What follows belongs to an exercise in optimizing a design on an open flow for small area; a production flow would make more cautious choices.
Function was checked by simulation only, so behaviour that the tests miss may differ from the original.
No driver is modelled on the clock port, so clock power and skew are understated where the tree is cut down; a real chip needs a root buffer or a tree.
Power figures rest on the tool's default switching activity, not on a simulated workload.

==> flow/design.v <==
`timescale 1ns/1ps
module Car_alarm_system(in,reset,power,siren,stat,clk);
 input reset,clk;
 input [4:0]in;
 output power,siren,stat;
 wire brk = in[4], hids = in[3], ign = in[2], dd = in[1], pd = in[0];
 wire door = dd | pd;
 reg pp, pw;
 always @(posedge clk) begin
   pp <= ign & ((pp & ~reset) | (hids & brk));
   pw <= pp & ~reset;
 end
 assign power = pw;
 localparam [8:0] D_RST = 9'd432;  
 localparam [8:0] D_POL = 9'b000001010;
 reg [8:0] e;
 wire [8:0] d = e ^ D_POL;
 reg hh_r, ckk_r;
 wire hh = hh_r ^ 1'b0, ckk = ckk_r ^ 1'b1;
 wire g = (d[7:0] == 8'd236);
 wire tick = ~reset & g;
 always @(posedge clk) begin
   e <= (reset ? D_RST : {d[7:0], d[8] ^ d[3] ^ g}) ^ D_POL;
   hh_r <= (~reset & (hh ^ g)) ^ 1'b0;
   ckk_r <= (~reset & (ckk ^ (hh & g))) ^ 1'b1;
 end
 wire ck = ~reset & ckk;
 reg [3:0] q;
 wire [3:0] qs = reset ? 4'd10 : q;
 reg ps_r, ps2_r;
 wire ps = ps_r ^ 1'b0, ps2 = ps2_r ^ 1'b0;
 wire start = ps & ps2;
 wire d_a0 = (qs[3] & qs[1] & ~qs[0]);
 wire d_drar = (qs[1] & ~qs[0]);
 wire d_ebea = (~qs[1]);
 wire n_a0 = (qs[3] & qs[1] & ~qs[0]);
 wire n_dreb = (~qs[3] & ~qs[2]);
 wire n_arac = (~qs[3]);
 wire n_al = (qs[1]);
 wire star = (qs[3] & ~qs[1]) | (~qs[3] & qs[2]);
 wire st1 = (~qs[3] & qs[0]) | (qs[3] & ~qs[1] & ~qs[0]);
 wire st0 = (~qs[1] & qs[0]) | (~qs[3] & qs[0]);
 wire sir = (qs[1] & qs[0]);
 wire [1:0] st = {st1, st0};
 wire start_v = star & ps;
 reg [3:0] count_r;
 wire [3:0] count = count_r ^ 4'b0000;
 reg cr_r;
 wire cr = cr_r ^ 1'b1;
 wire cr_s = cr & ~reset;
 wire cz = (count == 4'd0);
 wire exp = cr_s & (count[3:2] == 2'b01);
 wire last = exp & (count[1:0] == 2'b00);
 wire load_ok = ~start & ~start_v;
 wire [3:0] val = (st == 2'd0) ? 4'd10 : (st == 2'd1) ? 4'd8 : (st == 2'd2) ? 4'd15 : 4'd3;
 reg [3:0] count_n;
 reg cr_n;
 always @* begin
   count_n = count;
   cr_n = cr_s;
   if (cr_s) begin
     if (tick & ~start) cr_n = 1'b0;
     if (exp & ~last) count_n = count - 4'd1;
     else if (load_ok) count_n = val;
     else if (last) count_n = 4'd3;
   end else if (start) begin
     if (tick) begin
       if (cz) begin count_n = 4'd7; cr_n = 1'b1; end
       else count_n = count - 4'd1;
     end
   end else if (load_ok) count_n = val;
 end
 always @(posedge clk) begin
   ps_r <= star ^ 1'b0;
   ps2_r <= ps ^ 1'b0;
   cr_r <= cr_n ^ 1'b1;
   count_r <= count_r ^ ((count_n ^ 4'b0000) ^ count_r);
 end
 reg [3:0] nq;
 always @* begin
   if (ign) nq = 4'd2;
   else if (door) begin
     if (d_a0) nq = (4'd9 ^ ({4{pd}} & 4'd1) | ({4{ck}} & 4'd4));
     else if (d_drar) nq = 4'd0;
     else if (d_ebea) nq = exp ? 4'd15 : qs;
     else nq = 4'd15;
   end else begin
     if (n_a0) nq = (4'd10 | {4{ck}} & 4'd4);
     else if (n_dreb) nq = 4'd6;
     else if (n_arac) nq = exp ? (4'd10 | {4{ck}} & 4'd4) : qs;
     else if (n_al) nq = 4'd7;
     else nq = start_v ? (4'd10 | {4{ck}} & 4'd4) : 4'd6;
   end
 end
 always @(posedge clk) q <= nq;
 assign siren = ~reset & ((q[1] & q[0]));
 assign stat = ~reset & q[2];
endmodule
==> flow/flow/run.sh <==
#!/bin/bash
# Layout flow: the standard flow (standard.sh) with these changes.
#  1. After the standard synthesis, the combinational logic between the
#     registers is mapped again by ABC for area (remap.log); the registers,
#     their cells and names are the standard synthesis's.
#  2. buffer_ports inserts buf_1 cells as the port buffers.
#  3. Clock tree synthesis adds no dummy loads, and its root buffer is then
#     removed, so the clock port drives the (two) leaf buffers directly.
# Each tool's output goes to a log file in this folder; ORFS keeps each
# step's own log under orfs/logs/.
set -euo pipefail
export BUFFER_PORTS_ARGS="-buffer_cell sky130_fd_sc_hd__buf_1"
export CTS_ARGS="-sink_clustering_enable -repair_clock_nets -dont_use_dummy_load -buf_list sky130_fd_sc_hd__clkbuf_8 -root_buf sky130_fd_sc_hd__clkbuf_8"
export POST_CTS_TCL="$PWD/flow/post_cts.tcl"

bash standard.sh synth > standard_synth.log 2>&1

R=orfs/results/$FLOW_PLATFORM/Car_alarm_system/base
cp $R/1_2_yosys.v remap_in.v
bash flow/remap.sh remap_in.v remap_out.v > remap.log 2>&1
cp remap_out.v $R/1_2_yosys.v
rm -f $R/1_synth.odb $R/1_synth.sdc

bash standard.sh > standard.log 2>&1
==> flow/flow/cellmodels.py <==
#!/usr/bin/env python3
# Write Verilog models for the standard cells a netlist uses: combinational
# cells get their liberty function, sequential cells stay black boxes.
# usage: cellmodels.py LIBERTY NETLIST > models.v
import re, sys
lib = open(sys.argv[1]).read()
used = set(re.findall(r'^\s*(sky130_fd_sc_hd__\w+)\s', open(sys.argv[2]).read(), re.M))
starts = list(re.finditer(r'\n\s*cell\s*\(\s*"?(sky130_fd_sc_hd__\w+)"?\s*\)\s*\{', lib))
for i, m in enumerate(starts):
    name = m.group(1)
    if name not in used:
        continue
    used.discard(name)
    body = lib[m.end(): starts[i + 1].start() if i + 1 < len(starts) else len(lib)]
    seq = re.search(r'\n\s*(ff|latch|statetable)\s*\(', body) is not None
    ins, outs = [], []
    for pn, pb in re.findall(r'\n\s*pin\s*\(\s*"?(\w+)"?\s*\)\s*\{(.*?)\n\s{8}\}', body, re.S):
        d = re.search(r'direction\s*:\s*"?(\w+)"?', pb)
        if not d:
            continue
        f = re.search(r'function\s*:\s*"([^"]*)"', pb)
        if d.group(1) == 'input':
            ins.append(pn)
        elif d.group(1) == 'output':
            outs.append((pn, f.group(1) if f else None))
    ports = ', '.join([f'input {p}' for p in ins] + [f'output {p}' for p, _ in outs])
    if seq or any(f is None for _, f in outs):
        print(f'(* blackbox *) module {name}({ports}); endmodule')
        continue
    assigns = []
    for p, f in outs:
        e = f.replace('!', '~').replace('*', '&').replace('+', '|')
        e = re.sub(r'(\w)\s+(?=[\w(~])', r'\1 & ', e)
        e = re.sub(r'\)\s+(?=[\w(~])', ') & ', e)
        assigns.append(f'assign {p} = {e};')
    print(f'module {name}({ports}); ' + ' '.join(assigns) + ' endmodule')
if used:
    sys.exit(f'no liberty cell for {sorted(used)}')
==> flow/flow/dont_use.txt <==
sky130_fd_sc_hd__probe_p_8
sky130_fd_sc_hd__probec_p_8
sky130_fd_sc_hd__lpflow_bleeder_1
sky130_fd_sc_hd__lpflow_clkbufkapwr_1
sky130_fd_sc_hd__lpflow_clkbufkapwr_16
sky130_fd_sc_hd__lpflow_clkbufkapwr_2
sky130_fd_sc_hd__lpflow_clkbufkapwr_4
sky130_fd_sc_hd__lpflow_clkbufkapwr_8
sky130_fd_sc_hd__lpflow_clkinvkapwr_1
sky130_fd_sc_hd__lpflow_clkinvkapwr_16
sky130_fd_sc_hd__lpflow_clkinvkapwr_2
sky130_fd_sc_hd__lpflow_clkinvkapwr_4
sky130_fd_sc_hd__lpflow_clkinvkapwr_8
sky130_fd_sc_hd__lpflow_decapkapwr_12
sky130_fd_sc_hd__lpflow_decapkapwr_3
sky130_fd_sc_hd__lpflow_decapkapwr_4
sky130_fd_sc_hd__lpflow_decapkapwr_6
sky130_fd_sc_hd__lpflow_decapkapwr_8
sky130_fd_sc_hd__lpflow_inputiso0n_1
sky130_fd_sc_hd__lpflow_inputiso0p_1
sky130_fd_sc_hd__lpflow_inputiso1n_1
sky130_fd_sc_hd__lpflow_inputiso1p_1
sky130_fd_sc_hd__lpflow_inputisolatch_1
sky130_fd_sc_hd__lpflow_isobufsrc_1
sky130_fd_sc_hd__lpflow_isobufsrc_16
sky130_fd_sc_hd__lpflow_isobufsrc_2
sky130_fd_sc_hd__lpflow_isobufsrc_4
sky130_fd_sc_hd__lpflow_isobufsrc_8
sky130_fd_sc_hd__lpflow_isobufsrckapwr_16
sky130_fd_sc_hd__lpflow_lsbuf_lh_hl_isowell_tap_1
sky130_fd_sc_hd__lpflow_lsbuf_lh_hl_isowell_tap_2
sky130_fd_sc_hd__lpflow_lsbuf_lh_hl_isowell_tap_4
sky130_fd_sc_hd__lpflow_lsbuf_lh_isowell_4
sky130_fd_sc_hd__lpflow_lsbuf_lh_isowell_tap_1
sky130_fd_sc_hd__lpflow_lsbuf_lh_isowell_tap_2
sky130_fd_sc_hd__lpflow_lsbuf_lh_isowell_tap_4
sky130_fd_sc_hd__fill_1
sky130_fd_sc_hd__fill_2
sky130_fd_sc_hd__fill_4
sky130_fd_sc_hd__fill_8
sky130_fd_sc_hd__conb_1
==> flow/flow/post_cts.tcl <==
# Remove the clock tree's root buffer: the clock port then drives the leaf
# buffers directly (two of them for this design).
set block [ord::get_db_block]
set clk_net [$block findNet clk]
foreach it [$clk_net getITerms] {
  set root [$it getInst]
  set out_net [[$root findITerm X] getNet]
  set n 0
  foreach l [$out_net getITerms] { if {[$l getInst] != $root} { incr n } }
  if {$n > 4} { continue }
  foreach l [$out_net getITerms] {
    if {[$l getInst] != $root} { $l disconnect; $l connect $clk_net }
  }
  puts "post_cts: removed root buffer [$root getName] ($n loads moved to clk)"
  odb::dbInst_destroy $root
  odb::dbNet_destroy $out_net
  break
}
estimate_parasitics -placement
==> flow/flow/remap.abc <==
&get -n
&deepsyn -J 300 -S @SEED@
&put
strash
dch -f
amap -A 20 -F 5
topo
==> flow/flow/remap.sh <==
#!/bin/bash
# Map the combinational logic of the standard synthesis' netlist again with
# ABC, for area. The registers (cells and names) are left as they are.
# usage: remap.sh IN.v OUT.v ; logs to remap_s<seed>.log
set -euo pipefail
IN=$1; OUT=$2
HERE=$(cd "$(dirname "$0")" && pwd)
LIB=$FLOW_HOME/platforms/$FLOW_PLATFORM/lib/sky130_fd_sc_hd__tt_025C_1v80.lib
YOSYS=$FLOW_HOME/../tools/install/yosys/bin/yosys
python3 $HERE/cellmodels.py $LIB $IN > remap_cells.v
DONT_USE=""
for c in $(cat $HERE/dont_use.txt); do DONT_USE="$DONT_USE -dont_use $c"; done
SEEDS="1 2 3 4 5 6 7 8"
run_seed() {
  local s=$1
  sed "s/@SEED@/$s/" $HERE/remap.abc > remap_s$s.abc
  cat > remap_s$s.ys <<EOS
read_verilog remap_cells.v
read_verilog $IN
hierarchy -top $FLOW_TOP
flatten
techmap
opt -purge
abc -liberty $LIB $DONT_USE -script $PWD/remap_s$s.abc
opt_clean -purge
hierarchy -top $FLOW_TOP
tee -o remap_s$s.stat stat -liberty $LIB
write_verilog -noattr -noexpr -nohex -nodec remap_s$s.v
EOS
  $YOSYS -s remap_s$s.ys > remap_s$s.log 2>&1
}
for s in $SEEDS; do
  run_seed $s &
  while (( $(jobs -rp | wc -l) >= ${NUM_CORES:-4} )); do sleep 0.5; done
done
wait
best=""; barea=""
for s in $SEEDS; do
  a=$(awk '/Chip area/ {print $NF}' remap_s$s.stat 2>/dev/null || true)
  echo "seed $s: area $a"
  if [[ -n "$a" ]] && { [[ -z "$barea" ]] || python3 -c "import sys; sys.exit(0 if $a < $barea else 1)"; }; then best=$s; barea=$a; fi
done
echo "using seed $best ($barea)"
cp remap_s$best.v $OUT
==> flow/standard.sh <==
#!/bin/bash
# synth_recipe.tcl (not shown) runs the flow's synth.tcl, then flattens the netlist and writes it again
# the make line also repeats each setting of config.mk as NAME=value (left out here)
make -C /OpenROAD-flow-scripts/flow DESIGN_CONFIG=/design/flow/config.mk WORK_HOME=/design/flow/orfs CLKGATE_MAP_FILE= SYNTH_SCRIPT=/design/flow/synth_recipe.tcl "${@:-finish}"
==> flow/config.mk <==
export PLATFORM = sky130hd
export DESIGN_NAME = Car_alarm_system
export DESIGN_NICKNAME = Car_alarm_system
export VERILOG_FILES = /design/flow/design.v
export SDC_FILE = /design/flow/constraint.sdc
export NUM_CORES = 4
export LEC_CHECK = 0
export CAP_MARGIN = 20
export CORE_MARGIN = 2
export CORE_UTILIZATION = 25
export SLEW_MARGIN = 20
==> flow/constraint.sdc <==
create_clock -name core_clock -period 15.0 [get_ports {clk}]
set_input_delay 3.0000 -clock core_clock [delete_from_list [all_inputs] [get_ports {clk}]]
set_output_delay 3.0000 -clock core_clock [all_outputs]
set_load 0.01 [all_outputs]
==> key figures <==
Run status
  • Status: timing/DRC/antenna clean

STA
  • Count of pins over their slew limit: 0
  • Post-route setup TNS: 0 ns
  • Fin crit share: 47.10%
  • FMAX: 0.1415 GHz
  • Final Hold Viols: 0
  • RSZ-0062 raised after global routing: false
  • Slew headroom: a little under half
  • Min cycle time layout: a little over 7 ns
  • Worst-margin pin slew: 0.7849 ns
  • Clock Skew: 0.004200 ns
  • Final setup viols: 0

Power and ir drop
  • Int Pwr: 0.08374 mW
  • P_leak: 0.3561 nW
  • VDD IR max: 0.05717 mV
  • Clock power share: 25.7%
  • Combinational share of power: 8.8%
  • Reg power frac: 65.5%
  • PD cells: 107.8 nW/um^2
  • Switching power: approximately 0.024 mW
  • Sw frac: 22.36%

Route
  • Avg WL per Cell: 9.994 um
  • Initial detailed-routing violation count: 28
  • Via count: 749
  • Post-route ant nets: 0
  • # DRC: 0
  • Routed vias/inst: 4.595
  • Pre-Repair DR Iteration Count: 4
  • Final WL: 1629 um

Setup path
  • Crit path max fanout: 11
  • CP endpoint kind: output port
  • Startpoint Class: primary input
  • Worst R2R Path Depth: 6
  • Critical path class: primary input to output port
  • Req. time, crit path: 12.00 ns
  • Critical Path AT: just over 4 ns
  • R2r endpoint: count_r[3]
  • Worst R2R Start: e[0]
  • Flop-to-flop setup slack: 12.74 ns

Global routing
  • Number of antenna violations at the first check in global routing: 0
  • Total GRT Usage: 8.521%
  • Number of global-route vias before repair: 678
  • Grt ovf: 0
  • Largest net degree at the start of global routing: 14
  • First-pass GRT wire length: between 2000 and 3000 um

Floorplan
  • Die Y-Extent: 63.40 um
  • Core area: 3363 um^2
  • Number of cell rows: 21
  • Initial core utilization: 26.23%
  • Die area: 4020 um^2
  • I/O pin total: 10
  • Die width: 63.40 um

Synthesis
  • Cell Area, Synth: ~900 um^2
  • Mean post-synth cell area: 8.322 um^2
  • Syn Nets: 113
  • Synth Warn #: 1
  • Post-Syn Instances: between 100 and 150

Final layout
  • Area grow syn2layout: 13.48%
  • Fill cell count: 385
  • # nets final: ~130
  • Post-route core utilization: between 20 and 30%
  • Inserted Diodes: 0
  • Share of layout cells above drive strength 1: 1.709%

Hold path
  • WHS Path Cells: 1
  • Worst Hold Path EP: e[3]
  • HP Class: flip-flop to flip-flop
  • Worst Hold Launch: e[2]

Clock tree
  • Clock Latency Late Sink: ~0.14 ns
  • Clk sinks: 24
  • Clk slew on worst S/H paths: about 0.080 ns

Placed design
  • IO Port Bufs: 9
  • HPWL Detailed: 1244 um
  • Final GP Congestion: 0.8021

Run
  • Max-cap violations: 0
## worst max path at each step
stage	cells past startpoint	startpoint	slack (ns)	endpoint
after floorplan	3	reset	8.59	siren
after global routing	5	reset	7.80	siren
after global placement	5	reset	7.98	siren
final	5	reset	7.93	siren
after detailed placement	5	reset	7.92	siren
## power by group through the flow
stage / registers (mW) / logic, mW / clock network [mW]
floorplan: 0.0712 / 0.00688 / 0
global placement: 0.0719 / 0.00922 / 0
detailed placement: 0.0720 / 0.00945 / 0
global route: 0.0711 / 0.0110 / 0.0308
finish: 0.0706 / 0.00950 / 0.0278
## layer usage
metal	vias to the layer above	global-route usage, %	wire length [um]
met3	2	2.143	81
li1	390	-	-
met2	20	13.68	720
met1	337	11.28	815
met4	0	2.446	11
met5	-	0	0
## area by class of cell
cell class	count	area [um^2]	share of cell area (%)
Inverter	8	30.03	3.000
Timing Repair Buffer	9	33.78	3.375
Multi-Input combinational cell	74	371.6	37.12
Clock buffer	2	27.53	2.750
Sequential cell	24	480.5	48.00
Tap cell	46	57.56	5.750
## critical path, stage by stage
cell and delay [ns]:
buf_1 0.32, clkinv_1 0.35, nand2_1 0.18, nor2_1 0.08, buf_1 0.13
## through the flow
stage	power, mW	instances	hold WS, ns	setup WS [ns]	area, um^2
6_report	0.1079	163	0.3990	7.935	1001
5_1_grt	0.1130	163	0.4151	7.796	1001
3_5_place_dp	0.08140	161	0.3795	7.923	973.4
3_3_place_gp	0.08115	161	0.3810	7.978	973.4
2_1_floorplan	0.07812	106	0.3611	8.590	882.1
## cell usage in the layout, fill, tap and decap left out
| cell type | count |
|---|---|
| nor2b_1 | 4 |
| a32oi_1 | 1 |
| o22ai_1 | 1 |
| nand4_1 | 1 |
| buf_1 | 9 |
| or2_0 | 4 |
| nor2_1 | 15 |
| nor3_1 | 6 |
| o32a_1 | 1 |
| nand2_1 | 13 |
| nor4_1 | 1 |
| clkbuf_8 | 2 |
| nand4b_1 | 1 |
| a31oi_1 | 3 |
| a41oi_1 | 1 |
| or3_1 | 2 |
| clkinv_1 | 8 |
| dfxtp_1 | 24 |
| a21oi_1 | 10 |
| o21ai_0 | 10 |
## flip-flops by register name, summed over array words and instances (netlist names)
signal   flops
ckk_r        1
count_r      4
cr_r         1
e            9
hh_r         1
pp           1
ps2_r        1
ps_r         1
pw           1
q            4

afterwards: timing with drivers on the ports:
The results above use ideal ports. As a check the final layout listed here was re-extracted and re-timed, cells and wires unchanged. Step 1 sets driving cells, clkbuf_16 on the clock port and buf_2 on the other inputs (assumed; they add their load-dependent delay and slew). Step 2 adds t to the input delays and takes it off the output delays; t is the mean of the earliest and latest rising clock arrival at the registers after step 1. Input paths then give back, and output paths get back, about the clock's delay inside the block. Slacks: ideal / step 1 / step 2; pairs: ideal / step 1.
t (ns): 0.168
slack for setup (ns): 7.935 / 7.913 / 7.913
hold WS [ns]: 0.399 / 0.399 / 0.399
worst slew at a driven data input, ns: 0.03
pins driven straight from the clock port: 2
After both steps setup and hold are still met in this run. For this run, drivers alone change the setup slack by -0.022 ns; drivers and shift together by -0.022 ns.
